This is an optimization exercise on Yosys and OpenROAD, whose aim is small area, a short achievable clock period and few clock cycles per item, not a production implementation.
In this exercise RTL edits were held to simulation tests only and were not proved equivalent to the original.

**design/flow/flow/run.sh**
```bash
#!/bin/bash
# Layout flow: the standard layout (standard.sh, all ORFS steps from
# synthesis to the routed layout), except that the input and output port
# buffers are inserted as sky130_fd_sc_hd__buf_4 rather than the flow's
# default choice. Every port still gets its own buffer.
set -euo pipefail
export BUFFER_PORTS_ARGS="-buffer_cell sky130_fd_sc_hd__buf_4"
bash standard.sh > standard_flow.log 2>&1
```
**design/flow/standard.sh**
```bash
#!/bin/bash
# synth_recipe.tcl (not shown) runs the flow's synth.tcl, then flattens the netlist and writes it again
# the make line also repeats each setting of config.mk as NAME=value (left out here)
make -C /OpenROAD-flow-scripts/flow DESIGN_CONFIG=/design/flow/config.mk WORK_HOME=/design/flow/orfs CLKGATE_MAP_FILE= SYNTH_SCRIPT=/design/flow/synth_recipe.tcl "${@:-finish}"
```
**design/flow/config.mk**
```make
export PLATFORM = sky130hd
export DESIGN_NAME = systolic_array_integration
export DESIGN_NICKNAME = systolic_array_integration
export VERILOG_FILES = /design/flow/design.v
export SDC_FILE = /design/flow/constraint.sdc
export NUM_CORES = 4
export LEC_CHECK = 0
export CAP_MARGIN = 70
export CORE_MARGIN = 2
export CORE_UTILIZATION = 60
export PLACE_DENSITY = 0.75
export SLEW_MARGIN = 70
export SYNTH_HIERARCHICAL = 1
```
**design/flow/constraint.sdc**
```tcl
create_clock -name core_clock -period 12.0 [get_ports {clk}]
set_input_delay 2.4000 -clock core_clock [delete_from_list [all_inputs] [get_ports {clk}]]
set_output_delay 2.4000 -clock core_clock [all_outputs]
set_load 0.01 [all_outputs]
```
**design/flow/design.v**
```verilog
module PE (
    input  wire        clk,
    input  wire        reset,
    input  wire [31:0] a_next,  
    input  wire [5:0]  hv_next,  
    input  wire [31:0] w_next,   
    output reg  [31:0] result
);
  wire [15:0] one, two, neg;
  skid_buffer booth (.clk(clk), .en(&hv_next), .w(w_next), .one(one), .two(two), .neg(neg));
  reg  [31:0] a;
  always @(posedge clk) a <= a_next;
  reg  [31:0] acc0;
  reg  [30:0] acc1;
  reg  [30:0] acc2;
  reg  [9:0] acc_x;
  wire [30:0] ar0 = acc0[30:0];
  wire [30:0] ar1 = acc1;
  wire [30:0] ar2 = acc2;
  wire as31 = acc0[31];
  wire [31:0] pp0 = (({32{one[0]}} & a[31:0]) | ({32{two[0]}} & {a[30:0], 1'b0})) ^ {32{neg[0]}};
  wire [29:0] pp1 = (({30{one[1]}} & a[29:0]) | ({30{two[1]}} & {a[28:0], 1'b0})) ^ {30{neg[1]}};
  wire [27:0] pp2 = (({28{one[2]}} & a[27:0]) | ({28{two[2]}} & {a[26:0], 1'b0})) ^ {28{neg[2]}};
  wire [25:0] pp3 = (({26{one[3]}} & a[25:0]) | ({26{two[3]}} & {a[24:0], 1'b0})) ^ {26{neg[3]}};
  wire [23:0] pp4 = (({24{one[4]}} & a[23:0]) | ({24{two[4]}} & {a[22:0], 1'b0})) ^ {24{neg[4]}};
  wire [21:0] pp5 = (({22{one[5]}} & a[21:0]) | ({22{two[5]}} & {a[20:0], 1'b0})) ^ {22{neg[5]}};
  wire [19:0] pp6 = (({20{one[6]}} & a[19:0]) | ({20{two[6]}} & {a[18:0], 1'b0})) ^ {20{neg[6]}};
  wire [17:0] pp7 = (({18{one[7]}} & a[17:0]) | ({18{two[7]}} & {a[16:0], 1'b0})) ^ {18{neg[7]}};
  wire [15:0] pp8 = (({16{one[8]}} & a[15:0]) | ({16{two[8]}} & {a[14:0], 1'b0})) ^ {16{neg[8]}};
  wire [13:0] pp9 = (({14{one[9]}} & a[13:0]) | ({14{two[9]}} & {a[12:0], 1'b0})) ^ {14{neg[9]}};
  wire [11:0] pp10 = (({12{one[10]}} & a[11:0]) | ({12{two[10]}} & {a[10:0], 1'b0})) ^ {12{neg[10]}};
  wire [9:0] pp11 = (({10{one[11]}} & a[9:0]) | ({10{two[11]}} & {a[8:0], 1'b0})) ^ {10{neg[11]}};
  wire [7:0] pp12 = (({8{one[12]}} & a[7:0]) | ({8{two[12]}} & {a[6:0], 1'b0})) ^ {8{neg[12]}};
  wire [5:0] pp13 = (({6{one[13]}} & a[5:0]) | ({6{two[13]}} & {a[4:0], 1'b0})) ^ {6{neg[13]}};
  wire [3:0] pp14 = (({4{one[14]}} & a[3:0]) | ({4{two[14]}} & {a[2:0], 1'b0})) ^ {4{neg[14]}};
  wire t30 = one[15] & a[0];
  wire t31 = (one[15] & (a[1] ^ (neg[15] & a[0]))) | (two[15] & a[0]);
  wire s1, k2;
  assign {k2, s1} = pp0[18] + pp1[16];
  wire s3, k4;
  assign {k4, s3} = pp0[19] + pp1[17];
  wire s5, k6;
  assign s5 = pp0[20] ^ pp1[18] ^ pp2[16];
  assign k6 = (pp0[20] ^ pp1[18]) ? pp2[16] : pp0[20];
  wire s7, k8;
  assign {k8, s7} = pp3[14] + pp4[12];
  wire s9, k10;
  assign s9 = pp0[21] ^ pp1[19] ^ pp2[17];
  assign k10 = (pp0[21] ^ pp1[19]) ? pp2[17] : pp0[21];
  wire s11, k12;
  assign {k12, s11} = pp3[15] + pp4[13];
  wire s13, k14;
  assign s13 = pp0[22] ^ pp1[20] ^ pp2[18];
  assign k14 = (pp0[22] ^ pp1[20]) ? pp2[18] : pp0[22];
  wire s15, k16;
  assign s15 = pp3[16] ^ pp4[14] ^ pp5[12];
  assign k16 = (pp3[16] ^ pp4[14]) ? pp5[12] : pp3[16];
  wire s17, k18;
  assign {k18, s17} = pp6[10] + pp7[8];
  wire s19, k20;
  assign s19 = pp0[23] ^ pp1[21] ^ pp2[19];
  assign k20 = (pp0[23] ^ pp1[21]) ? pp2[19] : pp0[23];
  wire s21, k22;
  assign s21 = pp3[17] ^ pp4[15] ^ pp5[13];
  assign k22 = (pp3[17] ^ pp4[15]) ? pp5[13] : pp3[17];
  wire s23, k24;
  assign {k24, s23} = pp6[11] + pp7[9];
  wire s25, k26;
  assign s25 = pp0[24] ^ pp1[22] ^ pp2[20];
  assign k26 = (pp0[24] ^ pp1[22]) ? pp2[20] : pp0[24];
  wire s27, k28;
  assign s27 = pp3[18] ^ pp4[16] ^ pp5[14];
  assign k28 = (pp3[18] ^ pp4[16]) ? pp5[14] : pp3[18];
  wire s29, k30;
  assign s29 = pp6[12] ^ pp7[10] ^ pp8[8];
  assign k30 = (pp6[12] ^ pp7[10]) ? pp8[8] : pp6[12];
  wire s31, k32;
  assign {k32, s31} = pp9[6] + pp10[4];
  wire s33, k34;
  assign s33 = pp0[25] ^ pp1[23] ^ pp2[21];
  assign k34 = (pp0[25] ^ pp1[23]) ? pp2[21] : pp0[25];
  wire s35, k36;
  assign s35 = pp3[19] ^ pp4[17] ^ pp5[15];
  assign k36 = (pp3[19] ^ pp4[17]) ? pp5[15] : pp3[19];
  wire s37, k38;
  assign s37 = pp6[13] ^ pp7[11] ^ pp8[9];
  assign k38 = (pp6[13] ^ pp7[11]) ? pp8[9] : pp6[13];
  wire s39, k40;
  assign {k40, s39} = pp9[7] + pp10[5];
  wire s41, k42;
  assign s41 = pp0[26] ^ pp1[24] ^ pp2[22];
  assign k42 = (pp0[26] ^ pp1[24]) ? pp2[22] : pp0[26];
  wire s43, k44;
  assign s43 = pp3[20] ^ pp4[18] ^ pp5[16];
  assign k44 = (pp3[20] ^ pp4[18]) ? pp5[16] : pp3[20];
  wire s45, k46;
  assign s45 = pp6[14] ^ pp7[12] ^ pp8[10];
  assign k46 = (pp6[14] ^ pp7[12]) ? pp8[10] : pp6[14];
  wire s47, k48;
  assign s47 = pp9[8] ^ pp10[6] ^ pp11[4];
  assign k48 = (pp9[8] ^ pp10[6]) ? pp11[4] : pp9[8];
  wire s49, k50;
  assign {k50, s49} = pp12[2] + pp13[0];
  wire s51, k52;
  assign s51 = pp0[27] ^ pp1[25] ^ pp2[23];
  assign k52 = (pp0[27] ^ pp1[25]) ? pp2[23] : pp0[27];
  wire s53, k54;
  assign s53 = pp3[21] ^ pp4[19] ^ pp5[17];
  assign k54 = (pp3[21] ^ pp4[19]) ? pp5[17] : pp3[21];
  wire s55, k56;
  assign s55 = pp6[15] ^ pp7[13] ^ pp8[11];
  assign k56 = (pp6[15] ^ pp7[13]) ? pp8[11] : pp6[15];
  wire s57, k58;
  assign s57 = pp9[9] ^ pp10[7] ^ pp11[5];
  assign k58 = (pp9[9] ^ pp10[7]) ? pp11[5] : pp9[9];
  wire s59, k60;
  assign {k60, s59} = pp12[3] + pp13[1];
  wire s61, k62;
  assign s61 = pp0[28] ^ pp1[26] ^ pp2[24];
  assign k62 = (pp0[28] ^ pp1[26]) ? pp2[24] : pp0[28];
  wire s63, k64;
  assign s63 = pp3[22] ^ pp4[20] ^ pp5[18];
  assign k64 = (pp3[22] ^ pp4[20]) ? pp5[18] : pp3[22];
  wire s65, k66;
  assign s65 = pp6[16] ^ pp7[14] ^ pp8[12];
  assign k66 = (pp6[16] ^ pp7[14]) ? pp8[12] : pp6[16];
  wire s67, k68;
  assign s67 = pp9[10] ^ pp10[8] ^ pp11[6];
  assign k68 = (pp9[10] ^ pp10[8]) ? pp11[6] : pp9[10];
  wire s69, k70;
  assign s69 = pp12[4] ^ pp13[2] ^ pp14[0];
  assign k70 = (pp12[4] ^ pp13[2]) ? pp14[0] : pp12[4];
  wire s71, k72;
  assign {k72, s71} = neg[14] + ar0[28];
  wire s73, k74;
  assign s73 = pp0[29] ^ pp1[27] ^ pp2[25];
  assign k74 = (pp0[29] ^ pp1[27]) ? pp2[25] : pp0[29];
  wire s75, k76;
  assign s75 = pp3[23] ^ pp4[21] ^ pp5[19];
  assign k76 = (pp3[23] ^ pp4[21]) ? pp5[19] : pp3[23];
  wire s77, k78;
  assign s77 = pp6[17] ^ pp7[15] ^ pp8[13];
  assign k78 = (pp6[17] ^ pp7[15]) ? pp8[13] : pp6[17];
  wire s79, k80;
  assign s79 = pp9[11] ^ pp10[9] ^ pp11[7];
  assign k80 = (pp9[11] ^ pp10[9]) ? pp11[7] : pp9[11];
  wire s81, k82;
  assign s81 = pp12[5] ^ pp13[3] ^ pp14[1];
  assign k82 = (pp12[5] ^ pp13[3]) ? pp14[1] : pp12[5];
  wire s83, k84;
  assign {k84, s83} = ar0[29] + ar1[29];
  wire s85, k86;
  assign s85 = pp0[30] ^ pp1[28] ^ pp2[26];
  assign k86 = (pp0[30] ^ pp1[28]) ? pp2[26] : pp0[30];
  wire s87, k88;
  assign s87 = pp3[24] ^ pp4[22] ^ pp5[20];
  assign k88 = (pp3[24] ^ pp4[22]) ? pp5[20] : pp3[24];
  wire s89, k90;
  assign s89 = pp6[18] ^ pp7[16] ^ pp8[14];
  assign k90 = (pp6[18] ^ pp7[16]) ? pp8[14] : pp6[18];
  wire s91, k92;
  assign s91 = pp9[12] ^ pp10[10] ^ pp11[8];
  assign k92 = (pp9[12] ^ pp10[10]) ? pp11[8] : pp9[12];
  wire s93, k94;
  assign s93 = pp12[6] ^ pp13[4] ^ pp14[2];
  assign k94 = (pp12[6] ^ pp13[4]) ? pp14[2] : pp12[6];
  wire s95, k96;
  assign s95 = t30 ^ ar0[30] ^ ar1[30];
  assign k96 = (t30 ^ ar0[30]) ? ar1[30] : t30;
  wire s97, k98;
  assign {k98, s97} = pp0[10] + pp1[8];
  wire s99, k100;
  assign {k100, s99} = pp0[11] + pp1[9];
  wire s101, k102;
  assign {k102, s101} = pp0[12] + pp1[10] + pp2[8];
  wire s103, k104;
  assign {k104, s103} = pp3[6] + pp4[4];
  wire s105, k106;
  assign {k106, s105} = pp0[13] + pp1[11] + pp2[9];
  wire s107, k108;
  assign {k108, s107} = pp3[7] + pp4[5];
  wire s109, k110;
  assign {k110, s109} = pp0[14] + pp1[12] + pp2[10];
  wire s111, k112;
  assign {k112, s111} = pp3[8] + pp4[6] + pp5[4];
  wire s113, k114;
  assign {k114, s113} = pp6[2] + pp7[0];
  wire s115, k116;
  assign {k116, s115} = pp0[15] + pp1[13] + pp2[11];
  wire s117, k118;
  assign {k118, s117} = pp3[9] + pp4[7] + pp5[5];
  wire s119, k120;
  assign {k120, s119} = pp6[3] + pp7[1];
  wire s121, k122;
  assign {k122, s121} = pp0[16] + pp1[14] + pp2[12];
  wire s123, k124;
  assign {k124, s123} = pp3[10] + pp4[8] + pp5[6];
  wire s125, k126;
  assign {k126, s125} = pp6[4] + pp7[2] + pp8[0];
  wire s127, k128;
  assign {k128, s127} = neg[8] + ar0[16];
  wire s129, k130;
  assign {k130, s129} = pp0[17] + pp1[15] + pp2[13];
  wire s131, k132;
  assign {k132, s131} = pp3[11] + pp4[9] + pp5[7];
  wire s133, k134;
  assign {k134, s133} = pp6[5] + pp7[3] + pp8[1];
  wire s135, k136;
  assign {k136, s135} = ar0[17] + ar1[17];
  wire s137, k138;
  assign {k138, s137} = s1 + pp2[14] + pp3[12];
  wire s139, k140;
  assign {k140, s139} = pp4[10] + pp5[8] + pp6[6];
  wire s141, k142;
  assign {k142, s141} = pp7[4] + pp8[2] + pp9[0];
  wire s143, k144;
  assign {k144, s143} = neg[9] + ar0[18] + ar1[18];
  wire s145, k146;
  assign {k146, s145} = s3 + pp2[15] + pp3[13];
  wire s147, k148;
  assign {k148, s147} = pp4[11] + pp5[9] + pp6[7];
  wire s149, k150;
  assign {k150, s149} = pp7[5] + pp8[3] + pp9[1];
  wire s151, k152;
  assign {k152, s151} = ar0[19] + ar1[19] + ar2[19];
  wire s153, k154;
  assign {k154, s153} = s5 + s7 + pp5[10];
  wire s155, k156;
  assign {k156, s155} = pp6[8] + pp7[6] + pp8[4];
  wire s157, k158;
  assign {k158, s157} = pp9[2] + pp10[0] + neg[10];
  wire s159, k160;
  assign {k160, s159} = ar0[20] + ar1[20] + ar2[20];
  wire s161, k162;
  assign {k162, s161} = s9 + s11 + pp5[11];
  wire s163, k164;
  assign {k164, s163} = pp6[9] + pp7[7] + pp8[5];
  wire s165, k166;
  assign {k166, s165} = pp9[3] + pp10[1] + ar0[21];
  wire s167, k168;
  assign {k168, s167} = ar1[21] + ar2[21] + k6;
  wire s169, k170;
  assign {k170, s169} = s13 + s15 + s17;
  wire s171, k172;
  assign {k172, s171} = pp8[6] + pp9[4] + pp10[2];
  wire s173, k174;
  assign {k174, s173} = pp11[0] + neg[11] + ar0[22];
  wire s175, k176;
  assign {k176, s175} = ar1[22] + ar2[22] + k10;
  wire s177, k178;
  assign {k178, s177} = s19 + s21 + s23;
  wire s179, k180;
  assign {k180, s179} = pp8[7] + pp9[5] + pp10[3];
  wire s181, k182;
  assign {k182, s181} = pp11[1] + ar0[23] + ar1[23];
  wire s183, k184;
  assign {k184, s183} = ar2[23] + k14 + k16;
  wire s185, k186;
  assign {k186, s185} = s25 + s27 + s29;
  wire s187, k188;
  assign {k188, s187} = s31 + pp11[2] + pp12[0];
  wire s189, k190;
  assign {k190, s189} = neg[12] + ar0[24] + ar1[24];
  wire s191, k192;
  assign {k192, s191} = ar2[24] + k20 + k22;
  wire s193, k194;
  assign {k194, s193} = s33 + s35 + s37;
  wire s195, k196;
  assign {k196, s195} = s39 + pp11[3] + pp12[1];
  wire s197, k198;
  assign {k198, s197} = ar0[25] + ar1[25] + ar2[25];
  wire s199, k200;
  assign {k200, s199} = k26 + k28 + k30;
  wire s201, k202;
  assign {k202, s201} = s41 + s43 + s45;
  wire s203, k204;
  assign {k204, s203} = s47 + s49 + neg[13];
  wire s205, k206;
  assign {k206, s205} = ar0[26] + ar1[26] + ar2[26];
  wire s207, k208;
  assign {k208, s207} = k34 + k36 + k38;
  wire s209, k210;
  assign {k210, s209} = s51 + s53 + s55;
  wire s211, k212;
  assign {k212, s211} = s57 + s59 + ar0[27];
  wire s213, k214;
  assign {k214, s213} = ar1[27] + ar2[27] + k42;
  wire s215, k216;
  assign {k216, s215} = k44 + k46 + k48;
  wire s217, k218;
  assign {k218, s217} = s61 + s63 + s65;
  wire s219, k220;
  assign {k220, s219} = s67 + s69 + s71;
  wire s221, k222;
  assign {k222, s221} = ar1[28] + ar2[28] + k52;
  wire s223, k224;
  assign {k224, s223} = k54 + k56 + k58;
  wire s225, k226;
  assign {k226, s225} = s73 + s75 + s77;
  wire s227, k228;
  assign {k228, s227} = s79 + s81 + s83;
  wire s229, k230;
  assign {k230, s229} = ar2[29] + k62 + k64;
  wire s231, k232;
  assign {k232, s231} = k66 + k68 + k70;
  wire s233, k234;
  assign {k234, s233} = s85 + s87 + s89;
  wire s235, k236;
  assign {k236, s235} = s91 + s93 + s95;
  wire s237, k238;
  assign {k238, s237} = ar2[30] + k74 + k76;
  wire s239, k240;
  assign {k240, s239} = k78 + k80 + k82;
  wire s241, k242;
  assign {k242, s241} = pp0[4] + pp1[2];
  wire s243, k244;
  assign {k244, s243} = pp0[5] + pp1[3];
  wire s245, k246;
  assign {k246, s245} = pp0[6] + pp1[4] + pp2[2];
  wire s247, k248;
  assign {k248, s247} = pp3[0] + neg[3];
  wire s249, k250;
  assign {k250, s249} = pp0[7] + pp1[5] + pp2[3];
  wire s251, k252;
  assign {k252, s251} = pp3[1] + ar0[7];
  wire s253, k254;
  assign {k254, s253} = pp0[8] + pp1[6] + pp2[4];
  wire s255, k256;
  assign {k256, s255} = pp3[2] + pp4[0] + neg[4];
  wire s257, k258;
  assign {k258, s257} = ar0[8] + ar1[8];
  wire s259, k260;
  assign {k260, s259} = pp0[9] + pp1[7] + pp2[5];
  wire s261, k262;
  assign {k262, s261} = pp3[3] + pp4[1] + ar0[9];
  wire s263, k264;
  assign {k264, s263} = ar1[9] + ar2[9];
  wire s265, k266;
  assign {k266, s265} = s97 + pp2[6] + pp3[4];
  wire s267, k268;
  assign {k268, s267} = pp4[2] + pp5[0] + neg[5];
  wire s269, k270;
  assign {k270, s269} = ar0[10] + ar1[10] + ar2[10];
  wire s271, k272;
  assign {k272, s271} = s99 + pp2[7] + pp3[5];
  wire s273, k274;
  assign {k274, s273} = pp4[3] + pp5[1] + ar0[11];
  wire s275, k276;
  assign {k276, s275} = ar1[11] + ar2[11] + k98;
  wire s277, k278;
  assign {k278, s277} = s101 + s103 + pp5[2];
  wire s279, k280;
  assign {k280, s279} = pp6[0] + neg[6] + ar0[12];
  wire s281, k282;
  assign {k282, s281} = ar1[12] + ar2[12] + k100;
  wire s283, k284;
  assign {k284, s283} = s105 + s107 + pp5[3];
  wire s285, k286;
  assign {k286, s285} = pp6[1] + ar0[13] + ar1[13];
  wire s287, k288;
  assign {k288, s287} = ar2[13] + k102 + k104;
  wire s289, k290;
  assign {k290, s289} = s109 + s111 + s113;
  wire s291, k292;
  assign {k292, s291} = neg[7] + ar0[14] + ar1[14];
  wire s293, k294;
  assign {k294, s293} = ar2[14] + k106 + k108;
  wire s295, k296;
  assign {k296, s295} = s115 + s117 + s119;
  wire s297, k298;
  assign {k298, s297} = ar0[15] + ar1[15] + ar2[15];
  wire s299, k300;
  assign {k300, s299} = k110 + k112 + k114;
  wire s301, k302;
  assign {k302, s301} = s121 + s123 + s125;
  wire s303, k304;
  assign {k304, s303} = s127 + ar1[16] + ar2[16];
  wire s305, k306;
  assign {k306, s305} = k116 + k118 + k120;
  wire s307, k308;
  assign {k308, s307} = s129 + s131 + s133;
  wire s309, k310;
  assign {k310, s309} = s135 + ar2[17] + k122;
  wire s311, k312;
  assign {k312, s311} = k124 + k126 + k128;
  wire s313, k314;
  assign {k314, s313} = s137 + s139 + s141;
  wire s315, k316;
  assign {k316, s315} = s143 + ar2[18] + k130;
  wire s317, k318;
  assign {k318, s317} = k132 + k134 + k136;
  wire s319, k320;
  assign {k320, s319} = s145 + s147 + s149;
  wire s321, k322;
  assign {k322, s321} = s151 + k2 + k138;
  wire s323, k324;
  assign {k324, s323} = k140 + k142 + k144;
  wire s325, k326;
  assign {k326, s325} = s153 + s155 + s157;
  wire s327, k328;
  assign {k328, s327} = s159 + k4 + k146;
  wire s329, k330;
  assign {k330, s329} = k148 + k150 + k152;
  wire s331, k332;
  assign {k332, s331} = s161 + s163 + s165;
  wire s333, k334;
  assign {k334, s333} = s167 + k8 + k154;
  wire s335, k336;
  assign {k336, s335} = k156 + k158 + k160;
  wire s337, k338;
  assign {k338, s337} = s169 + s171 + s173;
  wire s339, k340;
  assign {k340, s339} = s175 + k12 + k162;
  wire s341, k342;
  assign {k342, s341} = k164 + k166 + k168;
  wire s343, k344;
  assign {k344, s343} = s177 + s179 + s181;
  wire s345, k346;
  assign {k346, s345} = s183 + k18 + k170;
  wire s347, k348;
  assign {k348, s347} = k172 + k174 + k176;
  wire s349, k350;
  assign {k350, s349} = s185 + s187 + s189;
  wire s351, k352;
  assign {k352, s351} = s191 + k24 + k178;
  wire s353, k354;
  assign {k354, s353} = k180 + k182 + k184;
  wire s355, k356;
  assign {k356, s355} = s193 + s195 + s197;
  wire s357, k358;
  assign {k358, s357} = s199 + k32 + k186;
  wire s359, k360;
  assign {k360, s359} = k188 + k190 + k192;
  wire s361, k362;
  assign {k362, s361} = s201 + s203 + s205;
  wire s363, k364;
  assign {k364, s363} = s207 + k40 + k194;
  wire s365, k366;
  assign {k366, s365} = k196 + k198 + k200;
  wire s367, k368;
  assign {k368, s367} = s209 + s211 + s213;
  wire s369, k370;
  assign {k370, s369} = s215 + k50 + k202;
  wire s371, k372;
  assign {k372, s371} = k204 + k206 + k208;
  wire s373, k374;
  assign {k374, s373} = s217 + s219 + s221;
  wire s375, k376;
  assign {k376, s375} = s223 + k60 + k210;
  wire s377, k378;
  assign {k378, s377} = k212 + k214 + k216;
  wire s379, k380;
  assign {k380, s379} = s225 + s227 + s229;
  wire s381, k382;
  assign {k382, s381} = s231 + k72 + k218;
  wire s383, k384;
  assign {k384, s383} = k220 + k222 + k224;
  wire s385, k386;
  assign {k386, s385} = s233 + s235 + s237;
  wire s387, k388;
  assign {k388, s387} = s239 + k84 + k226;
  wire s389, k390;
  assign {k390, s389} = k228 + k230 + k232;
  wire s391, k392;
  assign {k392, s391} = pp0[0] + neg[0];
  wire s393, k394;
  assign {k394, s393} = pp0[1] + ar0[1];
  wire s395, k396;
  assign {k396, s395} = pp0[2] + pp1[0] + neg[1];
  wire s397, k398;
  assign {k398, s397} = ar0[2] + ar1[2];
  wire s399, k400;
  assign {k400, s399} = pp0[3] + pp1[1] + ar0[3];
  wire s401, k402;
  assign {k402, s401} = ar1[3] + ar2[3];
  wire s403, k404;
  assign {k404, s403} = s241 + pp2[0] + neg[2];
  wire s405, k406;
  assign {k406, s405} = ar0[4] + ar1[4] + ar2[4];
  wire s407, k408;
  assign {k408, s407} = s243 + pp2[1] + ar0[5];
  wire s409, k410;
  assign {k410, s409} = ar1[5] + ar2[5] + k242;
  wire s411, k412;
  assign {k412, s411} = s245 + s247 + ar0[6];
  wire s413, k414;
  assign {k414, s413} = ar1[6] + ar2[6] + k244;
  wire s415, k416;
  assign {k416, s415} = s249 + s251 + ar1[7];
  wire s417, k418;
  assign {k418, s417} = ar2[7] + k246 + k248;
  wire s419, k420;
  assign {k420, s419} = s253 + s255 + s257;
  wire s421, k422;
  assign {k422, s421} = ar2[8] + k250 + k252;
  wire s423, k424;
  assign {k424, s423} = s259 + s261 + s263;
  wire s425, k426;
  assign {k426, s425} = k254 + k256 + k258;
  wire s427, k428;
  assign {k428, s427} = s265 + s267 + s269;
  wire s429, k430;
  assign {k430, s429} = k260 + k262 + k264;
  wire s431, k432;
  assign {k432, s431} = s271 + s273 + s275;
  wire s433, k434;
  assign {k434, s433} = k266 + k268 + k270;
  wire s435, k436;
  assign {k436, s435} = s277 + s279 + s281;
  wire s437, k438;
  assign {k438, s437} = k272 + k274 + k276;
  wire s439, k440;
  assign {k440, s439} = s283 + s285 + s287;
  wire s441, k442;
  assign {k442, s441} = k278 + k280 + k282;
  wire s443, k444;
  assign {k444, s443} = s289 + s291 + s293;
  wire s445, k446;
  assign {k446, s445} = k284 + k286 + k288;
  wire s447, k448;
  assign {k448, s447} = s295 + s297 + s299;
  wire s449, k450;
  assign {k450, s449} = k290 + k292 + k294;
  wire s451, k452;
  assign {k452, s451} = s301 + s303 + s305;
  wire s453, k454;
  assign {k454, s453} = k296 + k298 + k300;
  wire s455, k456;
  assign {k456, s455} = s307 + s309 + s311;
  wire s457, k458;
  assign {k458, s457} = k302 + k304 + k306;
  wire s459, k460;
  assign {k460, s459} = s313 + s315 + s317;
  wire s461, k462;
  assign {k462, s461} = k308 + k310 + k312;
  wire s463, k464;
  assign {k464, s463} = s319 + s321 + s323;
  wire s465, k466;
  assign {k466, s465} = k314 + k316 + k318;
  wire s467, k468;
  assign {k468, s467} = s325 + s327 + s329;
  wire s469, k470;
  assign {k470, s469} = k320 + k322 + k324;
  wire s471, k472;
  assign {k472, s471} = s331 + s333 + s335;
  wire s473, k474;
  assign {k474, s473} = k326 + k328 + k330;
  wire s475, k476;
  assign {k476, s475} = s337 + s339 + s341;
  wire s477, k478;
  assign {k478, s477} = k332 + k334 + k336;
  wire s479, k480;
  assign {k480, s479} = s343 + s345 + s347;
  wire s481, k482;
  assign {k482, s481} = k338 + k340 + k342;
  wire s483, k484;
  assign {k484, s483} = s349 + s351 + s353;
  wire s485, k486;
  assign {k486, s485} = k344 + k346 + k348;
  wire s487, k488;
  assign {k488, s487} = s355 + s357 + s359;
  wire s489, k490;
  assign {k490, s489} = k350 + k352 + k354;
  wire s491, k492;
  assign {k492, s491} = s361 + s363 + s365;
  wire s493, k494;
  assign {k494, s493} = k356 + k358 + k360;
  wire s495, k496;
  assign {k496, s495} = s367 + s369 + s371;
  wire s497, k498;
  assign {k498, s497} = k362 + k364 + k366;
  wire s499, k500;
  assign {k500, s499} = s373 + s375 + s377;
  wire s501, k502;
  assign {k502, s501} = k368 + k370 + k372;
  wire s503, k504;
  assign {k504, s503} = s379 + s381 + s383;
  wire s505, k506;
  assign {k506, s505} = k374 + k376 + k378;
  wire s507, k508;
  assign {k508, s507} = s385 + s387 + s389;
  wire s509, k510;
  assign {k510, s509} = k380 + k382 + k384;
  wire s511, k512;
  assign {k512, s511} = s391 + ar0[0];
  wire s513, k514;
  assign s513 = s393 ^ ar1[1] ^ ar2[1];
  assign k514 = (s393 ^ ar1[1]) ? ar2[1] : s393;
  wire s515, k516;
  assign s515 = s395 ^ s397 ^ ar2[2];
  assign k516 = (s395 ^ s397) ? ar2[2] : s395;
  wire s517, k518;
  assign s517 = s399 ^ s401 ^ k396;
  assign k518 = (s399 ^ s401) ? k396 : s399;
  wire s519, k520;
  assign s519 = s403 ^ s405 ^ k400;
  assign k520 = (s403 ^ s405) ? k400 : s403;
  wire s521, k522;
  assign s521 = s407 ^ s409 ^ k404;
  assign k522 = (s407 ^ s409) ? k404 : s407;
  wire s523, k524;
  assign s523 = s411 ^ s413 ^ k408;
  assign k524 = (s411 ^ s413) ? k408 : s411;
  wire s525, k526;
  assign s525 = s415 ^ s417 ^ k412;
  assign k526 = (s415 ^ s417) ? k412 : s415;
  wire s527, k528;
  assign s527 = s419 ^ s421 ^ k416;
  assign k528 = (s419 ^ s421) ? k416 : s419;
  wire s529, k530;
  assign s529 = s423 ^ s425 ^ k420;
  assign k530 = (s423 ^ s425) ? k420 : s423;
  wire s531, k532;
  assign s531 = s427 ^ s429 ^ k424;
  assign k532 = (s427 ^ s429) ? k424 : s427;
  wire s533, k534;
  assign s533 = s431 ^ s433 ^ k428;
  assign k534 = (s431 ^ s433) ? k428 : s431;
  wire s535, k536;
  assign s535 = s435 ^ s437 ^ k432;
  assign k536 = (s435 ^ s437) ? k432 : s435;
  wire s537, k538;
  assign s537 = s439 ^ s441 ^ k436;
  assign k538 = (s439 ^ s441) ? k436 : s439;
  wire s539, k540;
  assign s539 = s443 ^ s445 ^ k440;
  assign k540 = (s443 ^ s445) ? k440 : s443;
  wire s541, k542;
  assign s541 = s447 ^ s449 ^ k444;
  assign k542 = (s447 ^ s449) ? k444 : s447;
  wire s543, k544;
  assign s543 = s451 ^ s453 ^ k448;
  assign k544 = (s451 ^ s453) ? k448 : s451;
  wire s545, k546;
  assign s545 = s455 ^ s457 ^ k452;
  assign k546 = (s455 ^ s457) ? k452 : s455;
  wire s547, k548;
  assign s547 = s459 ^ s461 ^ k456;
  assign k548 = (s459 ^ s461) ? k456 : s459;
  wire s549, k550;
  assign s549 = s463 ^ s465 ^ k460;
  assign k550 = (s463 ^ s465) ? k460 : s463;
  wire s551, k552;
  assign s551 = s467 ^ s469 ^ k464;
  assign k552 = (s467 ^ s469) ? k464 : s467;
  wire s553, k554;
  assign s553 = s471 ^ s473 ^ k468;
  assign k554 = (s471 ^ s473) ? k468 : s471;
  wire s555, k556;
  assign s555 = s475 ^ s477 ^ k472;
  assign k556 = (s475 ^ s477) ? k472 : s475;
  wire s557, k558;
  assign s557 = s479 ^ s481 ^ k476;
  assign k558 = (s479 ^ s481) ? k476 : s479;
  wire s559, k560;
  assign s559 = s483 ^ s485 ^ k480;
  assign k560 = (s483 ^ s485) ? k480 : s483;
  wire s561, k562;
  assign s561 = s487 ^ s489 ^ k484;
  assign k562 = (s487 ^ s489) ? k484 : s487;
  wire s563, k564;
  assign s563 = s491 ^ s493 ^ k488;
  assign k564 = (s491 ^ s493) ? k488 : s491;
  wire s565, k566;
  assign s565 = s495 ^ s497 ^ k492;
  assign k566 = (s495 ^ s497) ? k492 : s495;
  wire s567, k568;
  assign s567 = s499 ^ s501 ^ k496;
  assign k568 = (s499 ^ s501) ? k496 : s499;
  wire s569, k570;
  assign s569 = s503 ^ s505 ^ k500;
  assign k570 = (s503 ^ s505) ? k500 : s503;
  wire s571, k572;
  assign s571 = s507 ^ s509 ^ k504;
  assign k572 = (s507 ^ s509) ? k504 : s507;
  wire top = pp0[31] ^ pp1[29] ^ pp2[27] ^ pp3[25] ^ pp4[23] ^ pp5[21] ^ pp6[19] ^ pp7[17] ^ pp8[15] ^ pp9[13] ^ pp10[11] ^ pp11[9] ^ pp12[7] ^ pp13[5] ^ pp14[3] ^ t31 ^ as31 ^ k86 ^ k88 ^ k90 ^ k92 ^ k94 ^ k96 ^ acc_x[0] ^ acc_x[1] ^ acc_x[2] ^ acc_x[3] ^ acc_x[4] ^ acc_x[5] ^ acc_x[6] ^ acc_x[7] ^ acc_x[8] ^ acc_x[9];
  wire [31:0] nxt0 = {top, s571, s569, s567, s565, s563, s561, s559, s557, s555, s553, s551, s549, s547, s545, s543, s541, s539, s537, s535, s533, s531, s529, s527, s525, s523, s521, s519, s517, s515, s513, s511};
  wire [30:0] nxt1 = {k506, k502, k498, k494, k490, k486, k482, k478, k474, k470, k466, k462, k458, k454, k450, k446, k442, k438, k434, k430, k426, k422, k418, k414, k410, k406, k402, k398, k394, k392, ar1[0]};
  wire [30:0] nxt2 = {k570, k568, k566, k564, k562, k560, k558, k556, k554, k552, k550, k548, k546, k544, k542, k540, k538, k536, k534, k532, k530, k528, k526, k524, k522, k520, k518, k516, k514, k512, ar2[0]};
  wire [9:0] nxt_x = {k572, k510, k508, k390, k388, k386, k240, k238, k236, k234};
  always @(posedge clk or posedge reset) begin
    if (reset) begin
      acc0  <= 32'd0;
      acc1  <= 31'd0;
      acc2  <= 31'd0;
      acc_x <= 10'd0;
    end else begin
      acc0  <= nxt0;
      acc1  <= nxt1;
      acc2  <= nxt2;
      acc_x <= nxt_x;
    end
  end
  wire [31:0] u0 = acc0;
  wire [31:0] u1 = {^acc_x, acc1};
  wire [31:0] u2 = {1'b0, acc2};
  wire [31:0] ra = u0 ^ u1 ^ u2;
  wire [31:0] rb = {((u0[30:0] & u1[30:0]) | (u0[30:0] & u2[30:0]) | (u1[30:0] & u2[30:0])), 1'b0};
  wire [31:0] rg = ra & rb;
  wire [31:0] rp = ra ^ rb;
  wire cg1 = rg[1] | (rp[1] & rg[0]);
  wire cg2 = rg[3] | (rp[3] & rg[2]);
  wire cp2 = rp[3] & rp[2];
  wire cg3 = rg[5] | (rp[5] & rg[4]);
  wire cp3 = rp[5] & rp[4];
  wire cg4 = rg[7] | (rp[7] & rg[6]);
  wire cp4 = rp[7] & rp[6];
  wire cg5 = rg[9] | (rp[9] & rg[8]);
  wire cp5 = rp[9] & rp[8];
  wire cg6 = rg[11] | (rp[11] & rg[10]);
  wire cp6 = rp[11] & rp[10];
  wire cg7 = rg[13] | (rp[13] & rg[12]);
  wire cp7 = rp[13] & rp[12];
  wire cg8 = rg[15] | (rp[15] & rg[14]);
  wire cp8 = rp[15] & rp[14];
  wire cg9 = rg[17] | (rp[17] & rg[16]);
  wire cp9 = rp[17] & rp[16];
  wire cg10 = rg[19] | (rp[19] & rg[18]);
  wire cp10 = rp[19] & rp[18];
  wire cg11 = rg[21] | (rp[21] & rg[20]);
  wire cp11 = rp[21] & rp[20];
  wire cg12 = rg[23] | (rp[23] & rg[22]);
  wire cp12 = rp[23] & rp[22];
  wire cg13 = rg[25] | (rp[25] & rg[24]);
  wire cp13 = rp[25] & rp[24];
  wire cg14 = rg[27] | (rp[27] & rg[26]);
  wire cp14 = rp[27] & rp[26];
  wire cg15 = rg[29] | (rp[29] & rg[28]);
  wire cp15 = rp[29] & rp[28];
  wire cg16 = rg[31] | (rp[31] & rg[30]);
  wire cg17 = rg[2] | (rp[2] & cg1);
  wire cp17 = rp[2] & rp[1];
  wire cg18 = cg2 | (cp2 & cg1);
  wire cp18 = cp2 & rp[1];
  wire cg19 = rg[6] | (rp[6] & cg3);
  wire cp19 = rp[6] & cp3;
  wire cg20 = cg4 | (cp4 & cg3);
  wire cp20 = cp4 & cp3;
  wire cg21 = rg[10] | (rp[10] & cg5);
  wire cp21 = rp[10] & cp5;
  wire cg22 = cg6 | (cp6 & cg5);
  wire cp22 = cp6 & cp5;
  wire cg23 = rg[14] | (rp[14] & cg7);
  wire cp23 = rp[14] & cp7;
  wire cg24 = cg8 | (cp8 & cg7);
  wire cp24 = cp8 & cp7;
  wire cg25 = rg[18] | (rp[18] & cg9);
  wire cp25 = rp[18] & cp9;
  wire cg26 = cg10 | (cp10 & cg9);
  wire cp26 = cp10 & cp9;
  wire cg27 = rg[22] | (rp[22] & cg11);
  wire cp27 = rp[22] & cp11;
  wire cg28 = cg12 | (cp12 & cg11);
  wire cp28 = cp12 & cp11;
  wire cg29 = rg[26] | (rp[26] & cg13);
  wire cp29 = rp[26] & cp13;
  wire cg30 = cg14 | (cp14 & cg13);
  wire cp30 = cp14 & cp13;
  wire cg31 = rg[30] | (rp[30] & cg15);
  wire cp31 = rp[30] & cp15;
  wire cg32 = cg16 | (rp[31] & cg15);
  wire cg33 = rg[4] | (rp[4] & cg18);
  wire cp33 = rp[4] & cp18;
  wire cg34 = cg3 | (cp3 & cg18);
  wire cp34 = cp3 & cp18;
  wire cg35 = cg19 | (cp19 & cg18);
  wire cp35 = cp19 & cp18;
  wire cg36 = cg20 | (cp20 & cg18);
  wire cp36 = cp20 & cp18;
  wire cg37 = rg[12] | (rp[12] & cg22);
  wire cp37 = rp[12] & cp22;
  wire cg38 = cg7 | (cp7 & cg22);
  wire cp38 = cp7 & cp22;
  wire cg39 = cg23 | (cp23 & cg22);
  wire cp39 = cp23 & cp22;
  wire cg40 = cg24 | (cp24 & cg22);
  wire cp40 = cp24 & cp22;
  wire cg41 = rg[20] | (rp[20] & cg26);
  wire cp41 = rp[20] & cp26;
  wire cg42 = cg11 | (cp11 & cg26);
  wire cp42 = cp11 & cp26;
  wire cg43 = cg27 | (cp27 & cg26);
  wire cp43 = cp27 & cp26;
  wire cg44 = cg28 | (cp28 & cg26);
  wire cp44 = cp28 & cp26;
  wire cg45 = rg[28] | (rp[28] & cg30);
  wire cp45 = rp[28] & cp30;
  wire cg46 = cg15 | (cp15 & cg30);
  wire cp46 = cp15 & cp30;
  wire cg47 = cg31 | (cp31 & cg30);
  wire cp47 = cp31 & cp30;
  wire cg48 = cg32 | (rp[31] & cg30);
  wire cg49 = rg[8] | (rp[8] & cg36);
  wire cp49 = rp[8] & cp36;
  wire cg50 = cg5 | (cp5 & cg36);
  wire cp50 = cp5 & cp36;
  wire cg51 = cg21 | (cp21 & cg36);
  wire cp51 = cp21 & cp36;
  wire cg52 = cg22 | (cp22 & cg36);
  wire cp52 = cp22 & cp36;
  wire cg53 = cg37 | (cp37 & cg36);
  wire cp53 = cp37 & cp36;
  wire cg54 = cg38 | (cp38 & cg36);
  wire cp54 = cp38 & cp36;
  wire cg55 = cg39 | (cp39 & cg36);
  wire cp55 = cp39 & cp36;
  wire cg56 = cg40 | (cp40 & cg36);
  wire cp56 = cp40 & cp36;
  wire cg57 = rg[24] | (rp[24] & cg44);
  wire cp57 = rp[24] & cp44;
  wire cg58 = cg13 | (cp13 & cg44);
  wire cp58 = cp13 & cp44;
  wire cg59 = cg29 | (cp29 & cg44);
  wire cp59 = cp29 & cp44;
  wire cg60 = cg30 | (cp30 & cg44);
  wire cp60 = cp30 & cp44;
  wire cg61 = cg45 | (cp45 & cg44);
  wire cp61 = cp45 & cp44;
  wire cg62 = cg46 | (cp46 & cg44);
  wire cp62 = cp46 & cp44;
  wire cg63 = cg47 | (cp47 & cg44);
  wire cp63 = cp47 & cp44;
  wire cg64 = cg48 | (rp[31] & cg44);
  wire cg65 = rg[16] | (rp[16] & cg56);
  wire cp65 = rp[16] & cp56;
  wire cg66 = cg9 | (cp9 & cg56);
  wire cp66 = cp9 & cp56;
  wire cg67 = cg25 | (cp25 & cg56);
  wire cp67 = cp25 & cp56;
  wire cg68 = cg26 | (cp26 & cg56);
  wire cp68 = cp26 & cp56;
  wire cg69 = cg41 | (cp41 & cg56);
  wire cp69 = cp41 & cp56;
  wire cg70 = cg42 | (cp42 & cg56);
  wire cp70 = cp42 & cp56;
  wire cg71 = cg43 | (cp43 & cg56);
  wire cp71 = cp43 & cp56;
  wire cg72 = cg44 | (cp44 & cg56);
  wire cp72 = cp44 & cp56;
  wire cg73 = cg57 | (cp57 & cg56);
  wire cp73 = cp57 & cp56;
  wire cg74 = cg58 | (cp58 & cg56);
  wire cp74 = cp58 & cp56;
  wire cg75 = cg59 | (cp59 & cg56);
  wire cp75 = cp59 & cp56;
  wire cg76 = cg60 | (cp60 & cg56);
  wire cp76 = cp60 & cp56;
  wire cg77 = cg61 | (cp61 & cg56);
  wire cp77 = cp61 & cp56;
  wire cg78 = cg62 | (cp62 & cg56);
  wire cp78 = cp62 & cp56;
  wire cg79 = cg63 | (cp63 & cg56);
  wire cp79 = cp63 & cp56;
  wire cg80 = cg64 | (rp[31] & cg56);
  wire [31:0] sum = rp ^ {cg79, cg78, cg77, cg76, cg75, cg74, cg73, cg72, cg71, cg70, cg69, cg68, cg67, cg66, cg65, cg56, cg55, cg54, cg53, cg52, cg51, cg50, cg49, cg36, cg35, cg34, cg33, cg18, cg17, cg1, rg[0], 1'b0};
  always @(posedge clk) result <= sum;
endmodule
module skid_buffer (
    input  wire        clk,
    input  wire        en,
    input  wire [31:0] w,
    output reg  [15:0] one,
    output reg  [15:0] two,
    output reg  [15:0] neg
);
    wire [32:0] wx = {w, 1'b0};
    integer i;
    always @(posedge clk) begin
        for (i = 0; i < 16; i = i + 1) begin
            one[i] <= en & (wx[2*i+1] ^ wx[2*i]);
            two[i] <= en & ((wx[2*i+2] & ~wx[2*i+1] & ~wx[2*i]) | (~wx[2*i+2] & wx[2*i+1] & wx[2*i]));
            neg[i] <= wx[2*i+2] & ~(wx[2*i+1] & wx[2*i]);
        end
    end
endmodule
module sync_fifo (
    input  wire        clk,
    input  wire        reset,
    input  wire        s_valid,
    output wire        s_ready,
    input  wire [31:0] s_data,
    input  wire        pop,
    output wire        hv_next,
    output wire        hold,
    output wire [31:0] head_next,
    output wire [31:0] head
);
    reg [1:0]  taken;    
    reg        ready;    
    reg [1:0]  n;        
    reg [31:0] q0, q1, q2;
    assign s_ready = ready;
    wire       push   = s_valid & s_ready;
    wire [1:0] m      = n - {1'b0, pop};    
    wire [1:0] n_next = m + {1'b0, push};
    assign hold      = n[1] | (n[0] & ~pop);    
    assign hv_next   = push | hold;              
    assign head_next = (push && m == 2'd0) ? s_data : (pop ? q1 : q0);
    assign head      = q0;
    always @(posedge clk or posedge reset) begin
        if (reset) begin
            taken <= 2'd0;
            ready <= 1'b1;
            n     <= 2'd0;
        end else begin
            if (push) begin
                taken <= taken + 2'd1;
                ready <= (taken != 2'd2);
            end
            n <= n_next;
        end
    end
    always @(posedge clk) begin
        q0 <= head_next;
        if (push && m == 2'd1)  q1 <= s_data;
        else if (pop)           q1 <= q2;
        if (push && m == 2'd2)  q2 <= s_data;
    end
endmodule
module systolic_array_integration #(
    parameter DATA_WIDTH = 32,
    parameter M = 3
) (
    input  wire clk,
    input  wire reset,
    input  wire start,
    input  wire [M-1:0]              s_valid_w,
    output wire [M-1:0]              s_ready_w,
    input  wire [M*DATA_WIDTH-1:0]   s_data_w,
    input  wire [M-1:0]              s_valid_a,
    output wire [M-1:0]              s_ready_a,
    input  wire [M*DATA_WIDTH-1:0]   s_data_a,
    output wire [M*M*DATA_WIDTH-1:0] result_out,
    output reg done
);
    wire [M-1:0] hvn_w, hvn_a;
    wire [31:0]  hn_w [0:M-1];
    wire [31:0]  hn_w_unused [0:M-1];
    wire [31:0]  hn_a [0:M-1];
    wire [31:0]  ha [0:M-1];
    wire [5:0]   hv_cell = {hvn_w, hvn_a} & {6{~reset}};
    reg  [1:0] step;       
    reg        fire;       
    reg        started;
    wire       fire_next = (&hvn_w) & (&hvn_a) & ~reset;
    genvar i, j;
    generate
        for (i = 0; i < M; i = i + 1) begin : lane
            sync_fifo wq (
                .clk(clk), .reset(reset),
                .s_valid(s_valid_w[i]), .s_ready(s_ready_w[i]),
                .s_data(s_data_w[i*32 +: 32]),
                .pop(fire), .hv_next(hvn_w[i]), .head_next(hn_w[i]),
                .head(hn_w_unused[i]));
            sync_fifo aq (
                .clk(clk), .reset(reset),
                .s_valid(s_valid_a[i]), .s_ready(s_ready_a[i]),
                .s_data(s_data_a[i*32 +: 32]),
                .pop(fire), .hv_next(hvn_a[i]), .head_next(hn_a[i]),
                .head(ha[i]));
        end
        for (i = 0; i < M; i = i + 1) begin : row
            for (j = 0; j < M; j = j + 1) begin : col
                PE pe_unit (
                    .clk(clk), .reset(reset),
                    .a_next(hn_a[i]),
                    .hv_next(hv_cell), .w_next(hn_w[j]),
                    .result(result_out[(i*M+j)*32 +: 32]));
            end
        end
    endgenerate
    always @(posedge clk or posedge reset) begin
        if (reset) begin
            step    <= 2'd0;
            fire    <= 1'b0;
            started <= 1'b0;
            done    <= 1'b0;
        end else begin
            fire <= fire_next;
            if (fire) step <= step + 2'd1;
            if (start) started <= 1'b1;
            if ((start | started) && step == 2'd3)
                done <= 1'b1;
        end
    end
endmodule
```
==> results of run 1 <==
## placed cells by master, fill, tap and decap left out, drive strengths merged, types with 77 or more instances in the layout
cell type / instances
mux2i: 219
inv: 1888
ha: 676
nand4b: 141
nor2: 441
edfxtp: 384
a21oi: 363
maj3: 405
clkinv: 77
buf: 974
a21o: 109
nor2b: 177
nand4bb: 135
o21ai: 195
xor2: 1621
fa: 1881
xnor2: 2508
dfxtp: 1200
dfrtp: 947
clkbuf: 382
nand2: 552
a22oi: 2295
and2: 162
mux2: 229
## Yosys stat by module (local to each module, per instance)
| module | cells | copies in the design | cell area [um^2] |
|---|---|---|---|
| systolic_array_integration | 19 | 1 | 233 |
| sync_fifo | 265 | 6 | 3910 |
| skid_buffer | 145 | 9 | 1760 |
| PE | 1690 | 9 | 17300 |
## worst reg2reg max path, stage by stage (launching register included)
cell and delay (ns):
dfrtp_4 0.58, buf_6 0.38, buf_12 0.26, buf_16 0.25
buf_16 0.30, inv_1 0.14, ha_1 0.21, or2_2 0.27
or2b_2 0.42, nor2b_2 0.26, nand2_1 0.13, nor2_4 0.05
buf_6 0.15, buf_4 0.21, buf_4 0.19, buf_4 0.18
nand4b_1 0.11, nand2_1 0.06
## cell families (layout without fill, tap and decap cells)
group	Yosys count	after routing
compound gates	3139	3139
xor+xnor	4129	4129
fa+ha+maj	2962	2962
buf+inv	3160	3360
flops	2537	2537
mux	448	448
other cells	0	35
simple gates	1749	1749
## flip-flops by register name, summed over array words and instances (netlist names), 144 cells and up
register	count
row.col.pe_unit.a	288
row.col.pe_unit.acc0	288
row.col.pe_unit.result	288
row.col.pe_unit.acc1	270
row.col.pe_unit.acc2	270
row.col.pe_unit.booth.neg	144
row.col.pe_unit.booth.one	144
row.col.pe_unit.booth.two	144
## cell type report
class | instances | area, um^2
Clock inverter | 152 | 1730
Tap cell | 4325 | 5410
Fill cell | 24108 | 107000
Multi-Input combinational cell | 12427 | 125000
Clock buffer | 378 | 8100
Inverter | 1852 | 7020
Sequential cell | 2537 | 60300
Antenna cell | 35 | 87.6
Timing Repair Buffer | 978 | 9690
## per-stage QoR
stage          instances  utilization  setup slack (ns)  hold slack [ns]
2_1_floorplan      18124            -              6.92            0.353
3_3_place_gp       21966        0.622              7.03            0.361
3_5_place_dp       22097        0.637              7.13            0.366
4_1_cts            22627        0.668              7.76            0.380
5_1_grt            22664        0.671              7.58            0.396
6_report           22684        0.671              7.74            0.377
## Yosys cell counts, types with 195 or more instances
cell	count	area (um^2)
maj3_1	405	4050
clkbuf_1	711	2670
ha_1	676	8460
buf_1	360	1350
a22oi_1	2295	17200
nor2_1	441	1660
fa_1	1881	37700
dfxtp_1	1200	24000
mux2_2	217	2440
o21ai_0	195	976
edfxtp_1	384	11500
xor2_1	1621	14200
dfrtp_1	947	23700
xnor2_1	2508	22000
inv_1	1852	6950
mux2i_1	219	2190
nand2_1	546	2050
a21oi_1	354	1770
## worst max path at each step
| stage | startpoint | endpoint | slack (ns) | depth (start not counted) |
|---|---|---|---|---|
| final | fire | row[2].col[0].pe_unit.booth.two[9] | 7.74 | 17 |
| after global routing | fire | row[2].col[0].pe_unit.booth.two[12] | 7.58 | 17 |
| after CTS | fire | row[2].col[0].pe_unit.booth.two[9] | 7.76 | 17 |
| after detailed placement | s_valid_a[0] | row[2].col[0].pe_unit.booth.two[9] | 7.13 | 12 |
| after global placement | s_valid_a[0] | row[2].col[0].pe_unit.booth.two[8] | 7.03 | 8 |
| after floorplan | reset | row[0].col[0].pe_unit.acc0[0] | 6.92 | 1 |
## routing by layer
layer / global-route usage / vias up
li1: - / 59940
met1: 0.473 / 70493
met2: 0.549 / 8565
met3: 0.100 / 1982
met4: 0.203 / 16
met5: 0.000574 / -
==> flow_metrics.env, run 1 <==
export IMPL_clk_latency_ns=0.96
export IMPL_critical_path_required_ns=12.83
export IMPL_synth_top_flop_cell="dfxtp_1"
export IMPL_die_width_um=574
export IMPL_layout_min_cycle_time_ns=4.26
export IMPL_tns_ns=0
export IMPL_wl_met1_mm=227
export IMPL_final_antenna_net_count=0
export IMPL_rsz0062_at_grt="false"
export IMPL_synth_seq_cells=2537
export IMPL_rrSetupSlack_ns=7.74
export IMPL_vias=140996
export IMPL_pin_count=496
export IMPL_async_flop_share=0.376
export IMPL_wl_met3_mm=69.9
export IMPL_synth_top_family_by_area="adder cells"
export IMPL_numClockSinks=2537
export IMPL_finalCritPeriodShare=0.355
export IMPL_synth_edf_count=384
export IMPL_nets=20841
export IMPL_ys_types=56
export IMPL_finish_instance_area_um2=217000
export IMPL_synth_nets=20882
export IMPL_syn_avg_cell_area_um2=10.8
export IMPL_path_cells="buf_6 -> buf_12 -> buf_16 -> buf_16 -> inv_1 -> ha_1 -> or2_2 -> or2b_2 -> nor2b_2 -> nand2_1 -> nor2_4 -> buf_6 -> buf_4 -> buf_4 -> buf_4 -> nand4b_1 -> nand2_1"
export IMPL_cp_top_family="buffers and inverters"
export IMPL_top_layer="met5"
export IMPL_dp_hpwl_mm=431
export IMPL_grt_pass1_wl_mm=912
export IMPL_initial_core_util=0.603
export IMPL_r2r_end="row[2].col[0].pe_unit.booth.two[9]"
export IMPL_grt_ovfl_total=0
export IMPL_antenna_found_initial=46
export IMPL_gp_congestion=0.972
export IMPL_synthXorXnorAreaFrac=0.185
export IMPL_std_cell_rows=209
export IMPL_syn_area_um2=195000
export IMPL_synth_compound_area_frac=0.116
export IMPL_dr_pass1_iters=28
export IMPL_clk_path_buf_depth=4
export IMPL_holdCritStartpoint="row[0].col[2].pe_unit.acc0[0]"
export IMPL_synthAdderAreaFrac=0.257
export IMPL_drtIter0Drc=16181
export IMPL_fmax_ghz=0.235
export IMPL_maxSlewViolCount=0
export IMPL_synth_simple_area_share=0.0490
export IMPL_wl_per_cell_um=26.6
export IMPL_setup_viol=0
export IMPL_crit_fanout=35
export IMPL_reg2reg_depth=17
export IMPL_critPathMaxStageDelay_ns=0.58
export IMPL_slowest_stage="dfrtp_4"
export IMPL_post_cts_setup_buffers=0
export IMPL_r2r_start="fire"
export IMPL_finalHoldViolCount=0
export IMPL_met2_length_mm=268
export IMPL_vias_per_cell=6.22
export IMPL_drc=0
export IMPL_place_area_um2=207000
export IMPL_cp_start_kind="register"
export IMPL_cts_tree="built"
export IMPL_path_common_cell="buf_4"
export IMPL_cp_buffers_inverters=9
export IMPL_core_area_um2=324000
export IMPL_crit_type="reg2reg"
export IMPL_grt_max_degree=65
export IMPL_clkSlewWorstSetupHoldPaths_ns=0.06
export IMPL_cts_root_buf="clkbuf_16"
export IMPL_cts_max_level=5
export IMPL_numCtsBuffers=287
export IMPL_grt_pass1_vias=146237
export IMPL_track_usage=0.363
export IMPL_finalClockSkew_ns=0.0555
export IMPL_cts_resized_gates=0
export IMPL_slew_headroom=0.650
export IMPL_min_path_cells=0
export IMPL_status="timing/DRC/antenna clean"
export IMPL_muxShareOfSynthArea=0.0247
export IMPL_hold_buffers=0
export IMPL_die_h_um=574
export IMPL_drt_total_wl_mm=603
export IMPL_yosys_warnings=10
export IMPL_crit_path_end_kind="register"
export IMPL_drive_gt1_frac=0.128
export IMPL_ys_seq_area_frac=0.304
export IMPL_dieArea_um2=330000
export IMPL_worst_pin_slew_ns=0.523
export IMPL_cp_data_arrival_time_ns=5.09
export IMPL_synthToLayoutAreaGrowth_pct=11.3
export IMPL_min_to="row[0].col[2].pe_unit.result[0]"
export IMPL_cap_violations=0
export IMPL_worstHoldPathType="reg2reg"
export IMPL_synth_cells=18124
export IMPL_io_buffers=495
Testbench counts, summed over its fixed seeds: cycles 3,360, items 480.
==> run 2, diff against run 1 <==
--- a/design/flow/design.v
+++ b/design/flow/design.v
@@ -4,12 +4,14 @@
     input  wire [31:0] a_next,  
     input  wire [5:0]  hv_next,  
     input  wire [31:0] w_next,   
+    output wire [31:0] a_now,   
     output reg  [31:0] result
 );
   wire [15:0] one, two, neg;
   skid_buffer booth (.clk(clk), .en(&hv_next), .w(w_next), .one(one), .two(two), .neg(neg));
   reg  [31:0] a;
   always @(posedge clk) a <= a_next;
+  assign a_now = a;
   reg  [31:0] acc0;
   reg  [30:0] acc1;
   reg  [30:0] acc2;
@@ -873,7 +875,9 @@
         end
     end
 endmodule
-module sync_fifo (
+module sync_fifo #(
+    parameter OWN_HEAD = 1
+) (
     input  wire        clk,
     input  wire        reset,
     input  wire        s_valid,
@@ -883,20 +887,20 @@
     output wire        hv_next,
     output wire        hold,
     output wire [31:0] head_next,
-    output wire [31:0] head
+    input  wire [31:0] head_in
 );
     reg [1:0]  taken;    
     reg        ready;    
     reg [1:0]  n;        
-    reg [31:0] q0, q1, q2;
+    reg [31:0] q1, q2;
+    wire [31:0] q0;          
     assign s_ready = ready;
-    wire       push   = s_valid & s_ready;
+    wire       push   = s_valid & (taken != 2'd3);    
     wire [1:0] m      = n - {1'b0, pop};    
     wire [1:0] n_next = m + {1'b0, push};
     assign hold      = n[1] | (n[0] & ~pop);    
     assign hv_next   = push | hold;              
     assign head_next = (push && m == 2'd0) ? s_data : (pop ? q1 : q0);
-    assign head      = q0;
     always @(posedge clk or posedge reset) begin
         if (reset) begin
             taken <= 2'd0;
@@ -910,8 +914,16 @@
             n <= n_next;
         end
     end
+    generate
+        if (OWN_HEAD) begin : own
+            reg [31:0] h;
+            always @(posedge clk) h <= head_next;
+            assign q0 = h;
+        end else begin : ext
+            assign q0 = head_in;
+        end
+    endgenerate
     always @(posedge clk) begin
-        q0 <= head_next;
         if (push && m == 2'd1)  q1 <= s_data;
         else if (pop)           q1 <= q2;
         if (push && m == 2'd2)  q2 <= s_data;
@@ -934,38 +946,42 @@
     output reg done
 );
     wire [M-1:0] hvn_w, hvn_a;
-    wire [31:0]  hn_w [0:M-1];
-    wire [31:0]  hn_w_unused [0:M-1];
+    wire [M-1:0] hold_unused_w, hold_unused_a;
+    wire [31:0]  hn_w [0:M-1];    
     wire [31:0]  hn_a [0:M-1];
-    wire [31:0]  ha [0:M-1];
+    wire [31:0]  ha   [0:M-1];    
     wire [5:0]   hv_cell = {hvn_w, hvn_a} & {6{~reset}};
     reg  [1:0] step;       
     reg        fire;       
     reg        started;
-    wire       fire_next = (&hvn_w) & (&hvn_a) & ~reset;
     genvar i, j;
     generate
         for (i = 0; i < M; i = i + 1) begin : lane
-            sync_fifo wq (
+            sync_fifo #(.OWN_HEAD(1)) wq (
                 .clk(clk), .reset(reset),
                 .s_valid(s_valid_w[i]), .s_ready(s_ready_w[i]),
                 .s_data(s_data_w[i*32 +: 32]),
-                .pop(fire), .hv_next(hvn_w[i]), .head_next(hn_w[i]),
-                .head(hn_w_unused[i]));
-            sync_fifo aq (
+                .pop(fire), .hv_next(hvn_w[i]), .hold(hold_unused_w[i]),
+                .head_next(hn_w[i]), .head_in(32'd0));
+            sync_fifo #(.OWN_HEAD(0)) aq (
                 .clk(clk), .reset(reset),
                 .s_valid(s_valid_a[i]), .s_ready(s_ready_a[i]),
                 .s_data(s_data_a[i*32 +: 32]),
-                .pop(fire), .hv_next(hvn_a[i]), .head_next(hn_a[i]),
-                .head(ha[i]));
+                .pop(fire), .hv_next(hvn_a[i]), .hold(hold_unused_a[i]),
+                .head_next(hn_a[i]), .head_in(ha[i]));
         end
         for (i = 0; i < M; i = i + 1) begin : row
             for (j = 0; j < M; j = j + 1) begin : col
+                wire [31:0] a_now;
                 PE pe_unit (
                     .clk(clk), .reset(reset),
                     .a_next(hn_a[i]),
                     .hv_next(hv_cell), .w_next(hn_w[j]),
+                    .a_now(a_now),
                     .result(result_out[(i*M+j)*32 +: 32]));
+                if (j == 0) begin : head
+                    assign ha[i] = a_now;
+                end
             end
         end
     endgenerate
@@ -976,7 +992,7 @@
             started <= 1'b0;
             done    <= 1'b0;
         end else begin
-            fire <= fire_next;
+            fire <= &hv_cell;
             if (fire) step <= step + 2'd1;
             if (start) started <= 1'b1;
             if ((start | started) && step == 2'd3)
==> run 2 against run 1 <==
Effect of this change:
- highest routed layer unchanged
- non-clock buffer count fell by 2
- register-to-register slack improved by 0.23 ns
- global-route usage decreased by 0.28 points
- via count is 0.57% lower
- synthesized cell count shrank 0.33%
- clock skew rose by 0.010 ns
- first-iteration DRC count up 3.6%
==> flow_metrics.env, run 2 <==
export IMPL_slowest_stage="dfstp_2"
export IMPL_path_depth=1
export IMPL_crit_end="s_ready_w[1]"
export IMPL_path_cells="buf_4"
export IMPL_drt_total_wl_mm=596
export IMPL_maxSlewViolCount=0
export IMPL_tns_ns=0
export IMPL_clk_path_buf_depth=4
export IMPL_crit_type="reg2out"
export IMPL_dp_hpwl_mm=429
export IMPL_cap_violations=0
export IMPL_pin_count=496
export IMPL_synth_nets=20837
export IMPL_cts_max_level=5
export IMPL_crit_path_end_kind="output pin"
export IMPL_die_width_um=573
export IMPL_gp_congestion=0.992
export IMPL_final_cell_mix="2406 x xnor2_1, 2294 x a22oi_1, 1881 x fa_1"
export IMPL_hold_buffers=0
export IMPL_slew_headroom=0.662
export IMPL_layout_cells_non_filler=22619
export IMPL_drc=0
export IMPL_io_buffers=495
export IMPL_r2r_start="fire"
export IMPL_setup_viol=0
export IMPL_finalClockSkew_ns=0.0656
export IMPL_dieArea_um2=329000
export IMPL_cts_resized_gates=0
export IMPL_cp_start_kind="register"
export IMPL_crit_start="lane[1].wq.ready"
export IMPL_antenna_found_initial=73
export IMPL_numCtsBuffers=281
export IMPL_post_cts_setup_buffers=0
export IMPL_synth_cells=18064
export IMPL_crit_fanout=2
export IMPL_clkSlewWorstSetupHoldPaths_ns=0.06
export IMPL_std_cell_rows=209
export IMPL_r2r_end="row[2].col[1].pe_unit.booth.one[8]"
export IMPL_finalCritPeriodShare=0.351
export IMPL_finalHoldViolCount=0
export IMPL_die_h_um=573
export IMPL_timing_hold_ws_ns=0.375
export IMPL_initial_core_util=0.601
export IMPL_cp_buffers_inverters=1
export IMPL_cp_data_arrival_time_ns=1.81
export IMPL_syn_area_um2=194000
export IMPL_rsz0062_at_grt="false"
export IMPL_dr_pass1_iters=10
export IMPL_status="timing/DRC/antenna clean"
export IMPL_reg_top3="row.col.pe_unit.a (288), row.col.pe_unit.acc0 (288), row.col.pe_unit.result (288)"
export IMPL_numClockSinks=2441
export IMPL_critical_path_required_ns=9.60
export IMPL_grt_pass1_vias=146185
export IMPL_grt_pass1_wl_mm=903
export IMPL_cp_top_family="flip-flops"
export IMPL_critPathMaxStageDelay_ns=0.68
export IMPL_cts_root_buf="clkbuf_16"
export IMPL_reg2reg_depth=13
export IMPL_wl_per_cell_um=26.4
export IMPL_core_area_um2=323000
export IMPL_synthToLayoutAreaGrowth_pct=11.1
export IMPL_track_usage=0.360
export IMPL_cts_tree="built"
export IMPL_grt_max_degree=65
export IMPL_layout_min_cycle_time_ns=4.21
export IMPL_drive_gt1_frac=0.128
export IMPL_final_antenna_net_count=0
export IMPL_placedCellCount=22006
export IMPL_clk_latency_ns=0.98
export IMPL_fmax_ghz=0.238
export IMPL_rrSetupSlack_ns=7.97
export IMPL_yosys_warnings=11
export IMPL_syn_avg_cell_area_um2=10.8
export IMPL_vias_per_cell=6.20
export IMPL_final_common_cell="xnor2_1"
export IMPL_vias=140193
export IMPL_worst_pin_slew_ns=0.506
export IMPL_grt_ovfl_total=0
export IMPL_nets=20782
export IMPL_drtIter0Drc=16768
export IMPL_worstHoldPathType="reg2reg"
==> run 2: final cells by class <==
cell class,count,area (um^2)
Antenna cell,49,123
Multi-Input combinational cell,12493,126000
Clock inverter,126,1370
Clock buffer,393,8160
Sequential cell,2441,58300
Tap cell,4325,5410
Timing Repair Buffer,976,9490
Inverter,1816,6880
Fill cell,24378,107000
==> run 2: metrics by stage <==
stage	setup slack (ns)	utilization	instance area [um^2]
final	7.79	0.668	216000
after CTS	7.76	0.664	215000
after global routing	7.79	0.668	216000
after detailed placement	7.17	0.634	205000
after floorplan	6.92	-	194000
after global placement	7.06	0.621	201000
==> run 2: worst min path at each step <==
| stage | endpoint | startpoint | slack, ns | cells after the start |
|---|---|---|---|---|
| 6_report | row[2].col[2].pe_unit.result[0] | row[2].col[2].pe_unit.acc0[0] | 0.38 | 0 |
| 4_1_cts | row[2].col[2].pe_unit.result[0] | row[2].col[2].pe_unit.acc0[0] | 0.38 | 0 |
| 5_1_grt | row[1].col[2].pe_unit.result[0] | row[1].col[2].pe_unit.acc0[0] | 0.39 | 0 |
| 3_3_place_gp | row[2].col[2].pe_unit.result[0] | row[2].col[2].pe_unit.acc0[0] | 0.36 | 0 |
| 2_1_floorplan | row[0].col[0].pe_unit.result[0] | row[0].col[0].pe_unit.acc0[0] | 0.35 | 0 |
| 3_5_place_dp | row[2].col[2].pe_unit.result[0] | row[2].col[2].pe_unit.acc0[0] | 0.36 | 0 |
==> run 2: routing by layer <==
metal,global-route usage,wire (um),share of wire
met1,0.448,216000,0.36
met2,0.555,267000,0.45
met3,0.0887,64500,0.11
met4,0.249,48800,0.082
met5,0,251,0.00042
Testbench counts of run 2, summed over its fixed seeds: cycles 3,360, items 480.

## afterwards: timing with drivers on the ports
The results above use ideal ports. As a check the final layouts listed here were re-extracted and re-timed, cells and wires unchanged. Step 1, drivers: a clkbuf_16 drives clk and a buf_2 each remaining input, both assumed. Step 2, shift: input delay + t, output delay - t, t = (earliest + latest rising clock arrival at the registers) / 2. This alone moves slack from input paths to output paths. Slacks: no drivers / after step 1 / after step 2; pairs: no drivers / after step 1.
run | t, ns | setup slack, ns | clock arrival spread, ns
run 1 | 1.054 | 7.741 / 7.741 / 6.980 | 0.061 / 0.061
run 2 | 1.053 | 7.793 / 7.678 / 7.072 | 0.080 / 0.080
After both steps setup and hold are still met in every run listed. The setup slack of run 1, which loses most, moves by 0.000 ns with the drivers and by -0.761 ns with both steps.
